Context: an optimization exercise on an open-source flow, tuned for small area. The choices shown serve that exercise and are no tape-out recipe.
In this exercise RTL edits were held to simulation tests only and were not proved equivalent to the original.
Power is estimated from default activity; no workload was simulated.

==> job 2417 <==
==> flow/design.v <==
module FSM_MSI_CPU_requests_controller(
	input valid, modified, hit, write,
	output write_back,
	output modified_next
	);
	assign write_back = valid & modified & ~hit;
	assign modified_next = write | (modified & hit);
endmodule
module FSM_MSI_BUS_requests_controller(
	input valid, modified, tag_match,
	input bus_write, bus_hit, bus_own_m,
	output write_back, supply, match,
	output valid_next, modified_next
	);
	wire own_m = valid & modified;
	assign write_back = own_m & ~bus_hit;            
	assign supply = write_back & tag_match;
	assign match = valid & tag_match;
	assign valid_next = ~(bus_write & (~bus_hit | (~modified & ~bus_own_m)));
	assign modified_next = modified & bus_hit;
endmodule
module cache_directlyMapped_32x21bits(
	input clk, rst,
	input write,
	input [15:0] write_data,
	input [8:0] mem_address,
	input [15:0] mem_data_delivery,
	input bus_write,
	input [8:0] bus_address,
	input bus_hit,               
	input bus_own_m,             
	input bus_data_found,        
	input [15:0] bus_data_delivery,
	output hit, own_m,
	output [15:0] data_out_cpu,
	output cpu_write_back, bus_write_back,
	output [8:0] address_out_mem_cpu, address_out_mem_bus,
	output [15:0] data_out_mem_cpu, data_out_mem_bus,
	output supply
	);
	reg        v  [0:31];
	reg        m  [0:31];
	reg [3:0]  tg [0:31];
	reg [15:0] dt [0:31];
	wire [4:0] idx = mem_address[4:0];
	wire [3:0] tag = mem_address[8:5];
	wire [4:0] bidx = bus_address[4:0];
	wire [3:0] btag = bus_address[8:5];
	wire [31:0] csel = 32'd1 << idx;
	wire [31:0] bsel = 32'd1 << bidx;
	wire [31:0] col [0:21];    
	genvar g, gb;
	generate for (g = 0; g < 32; g = g + 1) begin : rd
		assign col[0][g] = v[g];
		assign col[1][g] = m[g];
		for (gb = 0; gb < 4; gb = gb + 1) begin : t
			assign col[2 + gb][g] = tg[g][gb];
		end
		for (gb = 0; gb < 16; gb = gb + 1) begin : d
			assign col[6 + gb][g] = dt[g][gb];
		end
	end endgenerate
	wire [21:0] c_line, b_line;
	generate for (gb = 0; gb < 22; gb = gb + 1) begin : sel
		line_select32 c_sel(.sel(csel), .d(col[gb]), .q(c_line[gb]));
		line_select32 b_sel(.sel(bsel), .d(col[gb]), .q(b_line[gb]));
	end endgenerate
	wire        c_v = c_line[0], c_m = c_line[1];
	wire        b_v = b_line[0], b_m = b_line[1];
	wire [3:0]  c_tg = c_line[5:2], b_tg = b_line[5:2];
	wire [15:0] c_dt = c_line[21:6], b_dt = b_line[21:6];
	assign hit = c_v & (c_tg == tag);
	assign own_m = c_v & c_m;
	wire c_m_next, b_v_next, b_m_next, b_match;
	FSM_MSI_CPU_requests_controller _CTRL_R_(
		.valid(c_v), .modified(c_m), .hit(hit), .write(write),
		.write_back(cpu_write_back), .modified_next(c_m_next));
	FSM_MSI_BUS_requests_controller _CTRL_B_(
		.valid(b_v), .modified(b_m), .tag_match(b_tg == btag),
		.bus_write(bus_write), .bus_hit(bus_hit), .bus_own_m(bus_own_m),
		.write_back(bus_write_back), .supply(supply), .match(b_match),
		.valid_next(b_v_next), .modified_next(b_m_next));
	assign data_out_cpu = hit ? c_dt : (bus_data_found ? bus_data_delivery : mem_data_delivery);
	wire [15:0] d_next = write ? write_data : data_out_cpu;
	assign address_out_mem_cpu = {c_tg, idx};
	assign address_out_mem_bus = {b_tg, bidx};
	assign data_out_mem_cpu = c_dt;
	assign data_out_mem_bus = b_dt;
	integer i;
	always @(posedge clk) begin
		if (rst) begin
			for (i = 0; i < 32; i = i + 1)
				v[i] <= 1'b0;
		end else begin
			v[idx] <= 1'b1;
			if (b_match)
				v[bidx] <= b_v_next;    
		end
		m[idx] <= c_m_next;
		if (b_match)
			m[bidx] <= b_m_next;
		tg[idx] <= tag;
		dt[idx] <= d_next;
	end
endmodule
module line_select32(
	input [31:0] sel,
	input [31:0] d,
	output q
	);
	wire [10:0] n;
	genvar g;
	generate for (g = 0; g < 10; g = g + 1) begin : grp
		aoi222 a(.a1(sel[3*g]), .a2(d[3*g]), .b1(sel[3*g+1]), .b2(d[3*g+1]),
		         .c1(sel[3*g+2]), .c2(d[3*g+2]), .y(n[g]));
	end endgenerate
	aoi22 last(.a1(sel[30]), .a2(d[30]), .b1(sel[31]), .b2(d[31]), .y(n[10]));
	assign q = ~&n;
endmodule
module aoi222(input a1, a2, b1, b2, c1, c2, output y);
	assign y = ~((a1 & a2) | (b1 & b2) | (c1 & c2));
endmodule
module aoi22(input a1, a2, b1, b2, output y);
	assign y = ~((a1 & a2) | (b1 & b2));
endmodule
module msi_main(
	input clk,
	input rst,
	input core1_write,
	input [8:0] core1_mem_adress,
	input [15:0] core1_write_data,
	input core2_write,
	input [8:0] core2_mem_adress,
	input [15:0] core2_write_data,
	input [15:0] mem_readed1, mem_readed2,
	output [15:0] cache1_data_out_cpu, cache2_data_out_cpu,
	output cache1_write_back_cpu, cache1_write_back_bus, cache2_write_back_cpu, cache2_write_back_bus,
	output [8:0] cache1_address_out_mem_cpu, cache1_address_out_mem_bus, cache2_address_out_mem_cpu, cache2_address_out_mem_bus,
	output [15:0] cache1_data_out_mem_cpu, cache1_data_out_mem_bus, cache2_data_out_mem_cpu, cache2_data_out_mem_bus
);
	wire c1_hit, c2_hit, c1_own_m, c2_own_m;
	wire c1_supply, c2_supply;
	wire [15:0] c1_bus_data, c2_bus_data;
	cache_directlyMapped_32x21bits _CORE1_CACHE_(
		.clk(clk), .rst(rst),
		.write(core1_write), .write_data(core1_write_data), .mem_address(core1_mem_adress),
		.mem_data_delivery(mem_readed1),
		.bus_write(core2_write), .bus_address(core2_mem_adress),
		.bus_hit(c2_hit), .bus_own_m(c2_own_m),
		.bus_data_found(c2_supply), .bus_data_delivery(c2_bus_data),
		.hit(c1_hit), .own_m(c1_own_m),
		.data_out_cpu(cache1_data_out_cpu),
		.cpu_write_back(cache1_write_back_cpu), .bus_write_back(cache1_write_back_bus),
		.address_out_mem_cpu(cache1_address_out_mem_cpu), .address_out_mem_bus(cache1_address_out_mem_bus),
		.data_out_mem_cpu(cache1_data_out_mem_cpu), .data_out_mem_bus(c1_bus_data),
		.supply(c1_supply)
	);
	cache_directlyMapped_32x21bits _CORE2_CACHE_(
		.clk(clk), .rst(rst),
		.write(core2_write), .write_data(core2_write_data), .mem_address(core2_mem_adress),
		.mem_data_delivery(mem_readed2),
		.bus_write(core1_write), .bus_address(core1_mem_adress),
		.bus_hit(c1_hit), .bus_own_m(c1_own_m),
		.bus_data_found(c1_supply), .bus_data_delivery(c1_bus_data),
		.hit(c2_hit), .own_m(c2_own_m),
		.data_out_cpu(cache2_data_out_cpu),
		.cpu_write_back(cache2_write_back_cpu), .bus_write_back(cache2_write_back_bus),
		.address_out_mem_cpu(cache2_address_out_mem_cpu), .address_out_mem_bus(cache2_address_out_mem_bus),
		.data_out_mem_cpu(cache2_data_out_mem_cpu), .data_out_mem_bus(c2_bus_data),
		.supply(c2_supply)
	);
	assign cache1_data_out_mem_bus = c1_bus_data;
	assign cache2_data_out_mem_bus = c2_bus_data;
endmodule
==> flow/flow/run.sh <==
#!/bin/bash
# Own layout flow around the standard ORFS flow:
#  - synthesis is the standard one, except that ABC maps with flow/abc_area.script
#    (choice computation and delay-aware mapping with area recovery, without the
#    buffering and up-sizing of ORFS's speed script; placement repairs slew and timing);
#  - the port buffers use a small buffer instead of the default delay cell;
#  - clock tree synthesis uses small clock buffers and no dummy loads.
# Make output goes to synth.log and standard.log here; every ORFS step keeps its own log
# under orfs/logs/.
set -euo pipefail
here=$(pwd)
rm -rf "$here/scripts_own"
cp -r "$FLOW_HOME/scripts" "$here/scripts_own"
cp "$here/flow/abc_area.script" "$here/scripts_own/abc_area.script"
SCRIPTS_DIR="$here/scripts_own" ABC_AREA=1 bash standard.sh synth > synth.log 2>&1
export BUFFER_PORTS_ARGS="-buffer_cell sky130_fd_sc_hd__buf_2"
export CTS_ARGS="-sink_clustering_enable -repair_clock_nets -dont_use_dummy_load -buf_list sky130_fd_sc_hd__clkbuf_4 -sink_clustering_size 10 -sink_clustering_max_diameter 40"
bash standard.sh > standard.log 2>&1
==> flow/flow/abc_area.script <==
&get -n
&st
&dch
&nf
&put
==> flow/standard.sh <==
#!/bin/bash
# synth_recipe.tcl (not shown) runs the flow's synth.tcl, then flattens the netlist and writes it again
# the make line also repeats each setting of config.mk as NAME=value (left out here)
make -C /OpenROAD-flow-scripts/flow DESIGN_CONFIG=/design/flow/config.mk WORK_HOME=/design/flow/orfs CLKGATE_MAP_FILE= SYNTH_SCRIPT=/design/flow/synth_recipe.tcl "${@:-finish}"
==> flow/config.mk <==
export PLATFORM = sky130hd
export DESIGN_NAME = msi_main
export DESIGN_NICKNAME = msi_main
export VERILOG_FILES = /design/flow/design.v
export SDC_FILE = /design/flow/constraint.sdc
export NUM_CORES = 4
export LEC_CHECK = 0
export CAP_MARGIN = 20
export CORE_MARGIN = 2
export CORE_UTILIZATION = 40
export PLACE_DENSITY = 0.55
export SETUP_SLACK_MARGIN = 0.1
export SLEW_MARGIN = 20
export SYNTH_HIERARCHICAL = 1
export SYNTH_MINIMUM_KEEP_SIZE = 0
==> flow/constraint.sdc <==
create_clock -name core_clock -period 9.0 [get_ports {clk}]
set_input_delay 1.8000 -clock core_clock [delete_from_list [all_inputs] [get_ports {clk}]]
set_output_delay 1.8000 -clock core_clock [all_outputs]
set_load 0.01 [all_outputs]
==> inputs of job 2815, as changes to job 2417 <==
--- a/flow/flow/run.sh
+++ b/flow/flow/run.sh
@@ -14,5 +14,5 @@
 cp "$here/flow/abc_area.script" "$here/scripts_own/abc_area.script"
 SCRIPTS_DIR="$here/scripts_own" ABC_AREA=1 bash standard.sh synth > synth.log 2>&1
 export BUFFER_PORTS_ARGS="-buffer_cell sky130_fd_sc_hd__buf_2"
-export CTS_ARGS="-sink_clustering_enable -repair_clock_nets -dont_use_dummy_load -buf_list sky130_fd_sc_hd__clkbuf_4 -sink_clustering_size 10 -sink_clustering_max_diameter 40"
+export CTS_ARGS="-sink_clustering_enable -repair_clock_nets -dont_use_dummy_load -buf_list sky130_fd_sc_hd__clkbuf_16 -sink_clustering_size 30 -sink_clustering_max_diameter 80"
 bash standard.sh > standard.log 2>&1
Settings changed: CORE_UTILIZATION 40 to 30, PLACE_DENSITY 0.55 to 0.45.
==> inputs of job 6709, as changes to job 2417 <==
==> flow/flow/run.sh (replaced) <==
#!/bin/bash
# Own layout flow: the standard ORFS flow (standard synthesis unchanged), with
#  - the port buffers made with a small buffer instead of the default delay cell,
#  - clock tree synthesis with small (clkbuf_4) clock buffers and no dummy loads.
# Make output goes to standard.log here; every ORFS step keeps its own log under orfs/logs/.
set -euo pipefail
export BUFFER_PORTS_ARGS="-buffer_cell sky130_fd_sc_hd__buf_2"
export CTS_ARGS="-sink_clustering_enable -repair_clock_nets -dont_use_dummy_load -buf_list sky130_fd_sc_hd__clkbuf_4 -sink_clustering_size 10 -sink_clustering_max_diameter 40"
bash standard.sh > standard.log 2>&1
Settings changed: CORE_UTILIZATION 40 to 30, PLACE_DENSITY 0.55 to 0.45.
removed: flow/flow/abc_area.script
==> summary of the runs <==
Between job 2417 and job 2815, the lower cell count is in job 2417 (gap 9.2%, measured against job 2815). The lowest clock power belongs to job 2417, the highest to job 2815. Global-route usage: job 2417 is higher than job 2815 (5.7 points). The lowest wire length belongs to job 2417, the highest to job 2815.
==> figures <==
First-pass GRT wire length: job 2417 342 mm; job 2815 367 mm; job 6709 360 mm
Outcome: job 2417 finished clean; job 2815 finished clean; job 6709 finished clean
Post-synthesis share of cell area spent on xor and xnor gates: job 2417 0.240%; job 2815 0.240%; job 6709 0.236%
Non-clock buffer total of the final layout: job 2417 587; job 2815 573; job 6709 527
Die Y-Extent: job 2417 386 um; job 2815 446 um; job 6709 449 um
Routed via count: job 2417 47500; job 2815 46900; job 6709 46200
Final hold slack: job 2417 0.532 ns; job 2815 0.534 ns; job 6709 0.530 ns
Drt via density: job 2417 7.47; job 2815 6.70; job 6709 6.57
Met1 usage in global routing: job 2417 44.7%; job 2815 35.1%; job 6709 33.0%
Pleak: job 2417 0.0211 uW; job 2815 0.0213 uW; job 6709 0.0208 uW

[separate check: timing with driven ports]
The flow's constraints put no driver on any port. The routed layouts listed below were extracted and timed again, unchanged, in two steps.
Step 1: set_driving_cell puts a clkbuf_16 on clk and a buf_2 on each other input, an assumption about the parent block.
Step 2 times the ports against the registers' clock, not the clock port: input delays grow and output delays shrink by t, the midpoint of the rising clock arrivals with the driver on.
Slacks: ideal / step 1 / step 2; pairs: ideal / step 1.
| run | shift t [ns] | slack for setup (ns) | worst setup path after step 2 | slew at the worst register clock pin (ns) |
|---|---|---|---|---|
| job 2417 | 1.300 | 0.260 / 0.230 / 0.230 | input to output | 0.12 / 0.12 |
| job 2815 | 0.823 | 0.162 / 0.138 / 0.138 | input to output | 0.11 / 0.11 |
| job 6709 | 1.357 | 0.322 / 0.290 / 0.290 | input to output | 0.12 / 0.12 |
After both steps every run listed still meets setup and hold. The setup slack of job 6709, which loses most, moves by -0.032 ns with the drivers and by -0.032 ns with both steps.
